From an optimization exercise on the open Yosys and OpenROAD flow, aimed at small area; shortcuts taken in it are not production practice.
The RTL was checked by simulation tests, not by an equivalence proof against the original design.
The clock input has no modelled driver; a real chip could not lean on it and would need a root buffer or a full tree.
Power figures rest on the tool's default switching activity, not on a simulated workload.

## Clock_one
module Clock_one #(parameter MAINCLOCK = 15)
	(
	 input    clk,
	 input    rst,
	 input    [1:0]swch,
	 input 	 BUT1,
	 input 	 BUT2,
	 output   [15:0]OUTCR
	 );
Size: roughly 500 cells after synthesis, about 90 flip-flops, roughly 22 I/O pins, ~0.0041 mm^2 of cells after synthesis.
clock: 10.0 ns
lec_check: 0
cap_margin: 20
core_margin: 2
core_utilization: 80
slew_margin: 20
standard.sh (not shown) runs the stock make flow with config.mk's settings and CLKGATE_MAP_FILE= SYNTH_SCRIPT=/design/flow/synth_recipe.tcl, a recipe that flattens the netlist after the stock synthesis.
==> flow/flow/run.sh <==
#!/bin/bash
# Own layout flow: the standard flow (standard.sh) with
#  - synthesis identical to the standard one up to technology mapping, but
#    with an area-oriented ABC script and without the half/full-adder cell
#    mapping; the smallest of a few ABC scripts is kept, and its registers
#    are checked against the standard synthesis (same names and cell types);
#  - in place of ORFS's clock tree, MY_CTS_K buffers fed by the clock port,
#    each driving a compact group of registers (cts_clusters.tcl);
#  - the smallest buffer on every port.
# Every tool's output goes to a log file in this folder.
set -euo pipefail
W=$PWD
P=$FLOW_PLATFORM

# synth_recipe.tcl with the abc override after its first line.
{ head -1 synth_recipe.tcl; cat flow/abc_proc.tcl; tail -n +2 synth_recipe.tcl; } > synth_area.tcl

# standard.sh's make command with another WORK_HOME and synthesis script.
variant() { # variant WORK_HOME SYNTH_SCRIPT_AND_EXTRA > script
  sed -e "s#WORK_HOME=[^ ]*#WORK_HOME=$1#" -e "s#SYNTH_SCRIPT=[^ ]*#SYNTH_SCRIPT=$2#" standard.sh
}
regs() { grep -E '^\s*sky130_fd_sc_hd__[a-z0-9_]+ ' "$1" | awk '$1 ~ /__(df|edf|sdf|dl)/ {print $1, $2}' | sort; }
area() { grep 'Chip area' "$1" | awk '{print $NF}'; }

# Standard synthesis, for reference.
variant "$W/std" "$W/synth_recipe.tcl" > std.sh
bash std.sh synth > std_synth.log 2>&1
regs std/results/$P/Clock_one/base/1_2_yosys.v > std_regs.txt
echo "standard synthesis: $(area std/reports/$P/Clock_one/base/synth_stat.txt) um2, $(wc -l < std_regs.txt) registers"

best=""; best_area=""
for s in flow/abc_*.script; do
  n=$(basename $s .script)
  variant "$W/try_$n" "$W/synth_area.tcl ADDER_MAP_FILE=" > try_$n.sh
  MY_ABC_SCRIPT=$W/$s bash try_$n.sh synth > synth_$n.log 2>&1 || { echo "$n: synthesis failed"; continue; }
  regs try_$n/results/$P/Clock_one/base/1_2_yosys.v > regs_$n.txt
  if ! cmp -s regs_$n.txt std_regs.txt; then echo "$n: registers differ from the standard synthesis"; continue; fi
  a=$(area try_$n/reports/$P/Clock_one/base/synth_stat.txt)
  echo "$n: $a um2"
  if [[ -z "$best" ]] || awk "BEGIN{exit !($a < $best_area)}"; then best=$n; best_area=$a; fi
done
[[ -n "$best" ]] || { echo "no area synthesis kept the standard registers"; exit 1; }
echo "using $best"

variant "$W/orfs" "$W/synth_area.tcl ADDER_MAP_FILE=" > area.sh
MY_ABC_SCRIPT=$W/flow/$best.script bash area.sh synth > synth.log 2>&1
regs orfs/results/$P/Clock_one/base/1_2_yosys.v > regs_final.txt
cmp regs_final.txt std_regs.txt

export PRE_CTS_TCL=$W/flow/cts_clusters.tcl
export MY_CTS_K=4 MY_CTS_LEAF=sky130_fd_sc_hd__buf_12 MY_CTS_ROOT=
export BUFFER_PORTS_ARGS="-buffer_cell sky130_fd_sc_hd__buf_1"
bash standard.sh > layout.log 2>&1
tail -3 layout.log
Other scripts of this flow, unchanged in this note and not shown: flow/flow/abc_b3.script, flow/flow/abc_c4.script, flow/flow/abc_c5.script, flow/flow/abc_e2.script, flow/flow/abc_e4.script, flow/flow/abc_e7.script, flow/flow/abc_e9.script, flow/flow/abc_proc.tcl, flow/flow/cts_clusters.tcl
Edit:
--- a/flow/design.v
+++ b/flow/design.v
@@ -15,58 +15,55 @@
 endfunction
 function [2:0] inc6(input [2:0] q);
 	inc6 = {q[2] ? !q[0] : (q[0] & q[1]),
 	        q[1] ^ (q[0] & !q[2]),
 	        !q[0]};
 endfunction
 function [5:0] inc24(input [5:0] h);
 	if (h[5] & h[1] & h[0]) inc24 = 6'd0;
 	else inc24 = {h[5] | (h[4] & h[3] & h[0]), h[4] ^ (h[3] & h[0]), inc10(h[3:0])};
 endfunction
 reg  [15:0] RG;
-wire        tikTak = RG[15] & RG[14] & RG[9] & RG[8] & RG[6] & RG[4] & RG[0];
-wire        rg15 = RG[15] & !tikTak;
-always @(posedge clk)
-	if (rst) RG <= 16'd0;
-	else if (tikTak) RG <= 16'd1;
+reg         tikTak;
+wire        rg_last = RG[15] & RG[14] & RG[9] & RG[8] & RG[6] & RG[4];
+always @(posedge clk) begin
+	if (rst | rg_last) RG <= 16'd0;
 	else RG <= RG + 1'b1;
+	tikTak <= !rst & rg_last;
+end
 wire sec1KHZ   = (RG[5:0] == 6'h28);
 wire SETtikTak = (RG[13:0] == 14'd12501);
 wire [3:0]  db_in = {BUT2, BUT1, swch[1], swch[0]};
-reg  [3:0]  db_deb;
-reg  [15:0] db_c;
-reg  [15:0] db_nc;
-reg  [3:0]  db_flip;
-reg         c3, c2, c1, c0, m;
+reg  [3:0]  db_d, db_v, db_full, db_deb;
+reg  [11:0] db_cnt;
 integer i;
-always @* begin
-	for (i = 0; i < 4; i = i + 1) begin
-		{c3, c2, c1, c0} = db_c[4*i +: 4];
-		m = db_in[i] ^ db_deb[i];
-		db_flip[i] = c3 & c1;
-		db_nc[4*i +: 4] = {
-			(c3 & !c1 & c0) | (c3 & !c1 & m) | (c2 & c1 & c0 & m),
-			(c2 & !c0 & m) | (c2 & !c1 & m) | (!c3 & !c2 & c1 & c0 & m),
-			(!c1 & c0 & m) | (c3 & c0 & !m) | (!c3 & c1 & !c0 & m),
-			(!c3 & !c0 & m) | (!c1 & !c0 & m) | (c3 & !c1 & c0 & !m) | (c3 & c1 & !c0 & !m)};
-	end
-end
 always @(posedge clk)
 	if (rst) begin
-		db_deb <= 4'b0;
-		db_c   <= 16'b0;
+		db_d    <= 4'b0;
+		db_v    <= 4'b0;
+		db_full <= 4'hf;
+		db_deb  <= 4'b0;
 	end
 	else if (sec1KHZ) begin
-		db_deb <= db_deb ^ db_flip;
-		db_c   <= db_nc;
+		db_d <= db_in;
+		db_v <= db_d;
+		for (i = 0; i < 4; i = i + 1) begin
+			if (db_full[i]) db_deb[i] <= db_v[i];
+			if (db_d[i] != db_v[i]) db_full[i] <= 1'b0;
+			else if (&db_cnt[3*i +: 3]) db_full[i] <= 1'b1;
+		end
 	end
+always @(posedge clk)
+	if (sec1KHZ)
+		for (i = 0; i < 4; i = i + 1)
+			db_cnt[3*i +: 3] <= (db_d[i] != db_v[i]) ? 3'd0 : db_cnt[3*i +: 3] + 1'b1;
 wire in_BUT3 = db_deb[0];    
 wire in_BUT4 = db_deb[1];    
 wire in_BUT1 = db_deb[2];
 wire in_BUT2 = db_deb[3];
 wire mode_set   = in_BUT3 & in_BUT4;
 wire mode_alarm = !in_BUT3 & !in_BUT4;
 reg  [3:0] Reg_milisecth, Reg_milisecsec, Reg_milisecfrst;
 wire ms_c0 = Reg_milisecth[3] & Reg_milisecth[0];
 wire ms_c1 = ms_c0 & Reg_milisecsec[3] & Reg_milisecsec[0];
 wire [1:0] dyn = {Reg_milisecth[1] ^ Reg_milisecsec[0], Reg_milisecth[0]};
 always @(posedge clk)
@@ -123,23 +120,23 @@
 		{Reg_TT, Reg_HourTT} <= 6'd0;
 		Reg_minTT <= 4'd5;
 		Reg_mTT   <= 3'd0;
 	end
 	else begin
 		if (ahour_inc) {Reg_TT, Reg_HourTT} <= inc24({Reg_TT, Reg_HourTT});
 		if (amin_inc) Reg_minTT <= inc10(Reg_minTT);
 		if (amin_inc & Reg_minTT[3] & Reg_minTT[0]) Reg_mTT <= inc6(Reg_mTT);
 	end
 reg ALARM;
 always @(posedge clk)
-	ALARM <= rg15 & ({Reg_HourSen, Reg_HourJun, Reg_minten, Reg_minutes}
+	ALARM <= RG[15] & ({Reg_HourSen, Reg_HourJun, Reg_minten, Reg_minutes}
 	                   == {Reg_TT, Reg_HourTT, Reg_mTT, Reg_minTT});
 reg [4:0] beep_cnt;
 reg       clk_1k;
 wire      beep_top = beep_cnt[4] & beep_cnt[3];    
 always @(posedge clk) begin
 	if (rst | beep_top) beep_cnt <= 5'd0;
 	else beep_cnt <= beep_cnt + 1'b1;
 	if (rst) clk_1k <= 1'b0;
 	else if (beep_top & ALARM) clk_1k <= !clk_1k;
 end
 reg [3:0] digit;
@@ -168,15 +165,15 @@
 assign OUTCR[9]  = !B | (C & D) | (!C & !D);
 assign OUTCR[8]  = B | !C | D;
 assign OUTCR[7]  = A | (!B & !D) | (!B & C) | (C & !D) | (B & !C & D);
 assign OUTCR[6]  = (!B & !D) | (C & !D);
 assign OUTCR[5]  = A | (!C & !D) | (B & !C) | (B & !D);
 assign OUTCR[4]  = A | (!B & C) | (B & !C) | (C & !D);
 assign OUTCR[3] = dyn != 2'd0;
 assign OUTCR[2] = dyn != 2'd1;
 assign OUTCR[1] = dyn != 2'd2;
 assign OUTCR[0] = dyn != 2'd3;
 assign OUTCR[11] = Reg_secundes[0];
-assign OUTCR[12] = rg15;
+assign OUTCR[12] = RG[15];
 assign OUTCR[13] = clk_1k;
 assign OUTCR[15:14] = 2'b11;
 endmodule
Power rises by a little under a tenth; routed wire length decreases by a few percent; sequential share of layout area came out higher by 5.4 points; global-route usage shrinks by 2.6 points; synthesized cell count drops by a few percent; die area rose by a few percent; register-to-register slack got worse by 0.11 ns; via count drops by a few percent; design area rose by a few percent; worst hold slack got worse by 0.019 ns; setup slack degrades by 0.0033 ns; first-iteration DRC count came out lower by about a fifth; clock skew hardly moves; core utilization decreases by 2.3 points.
No run of this note takes its clock network from TritonCTS; it comes from the design's own scripts or RTL.

what the ideal ports hide:
Ports are ideal in the flow. The routed layouts listed here were re-timed in OpenROAD.
Step 1: set_driving_cell puts a clkbuf_16 on clk and a buf_2 on each other input, an assumption about the parent block.
Step 2 adds t to the input delays and takes it off the output delays; t is the mean of the earliest and latest rising clock arrival at the registers after step 1. Input paths then give back, and output paths get back, about the clock's delay inside the block.
Slacks: no drivers / after step 1 / after step 2; pairs: no drivers / after step 1.
run | shift t [ns] | setup WS [ns] | worst setup path at the end
the first run | 0.209 | 5.237 / 5.151 / 5.360 | register to output
the second run | 0.210 | 5.233 / 5.151 / 5.361 | register to output
After both steps setup and hold are still met in every run listed.
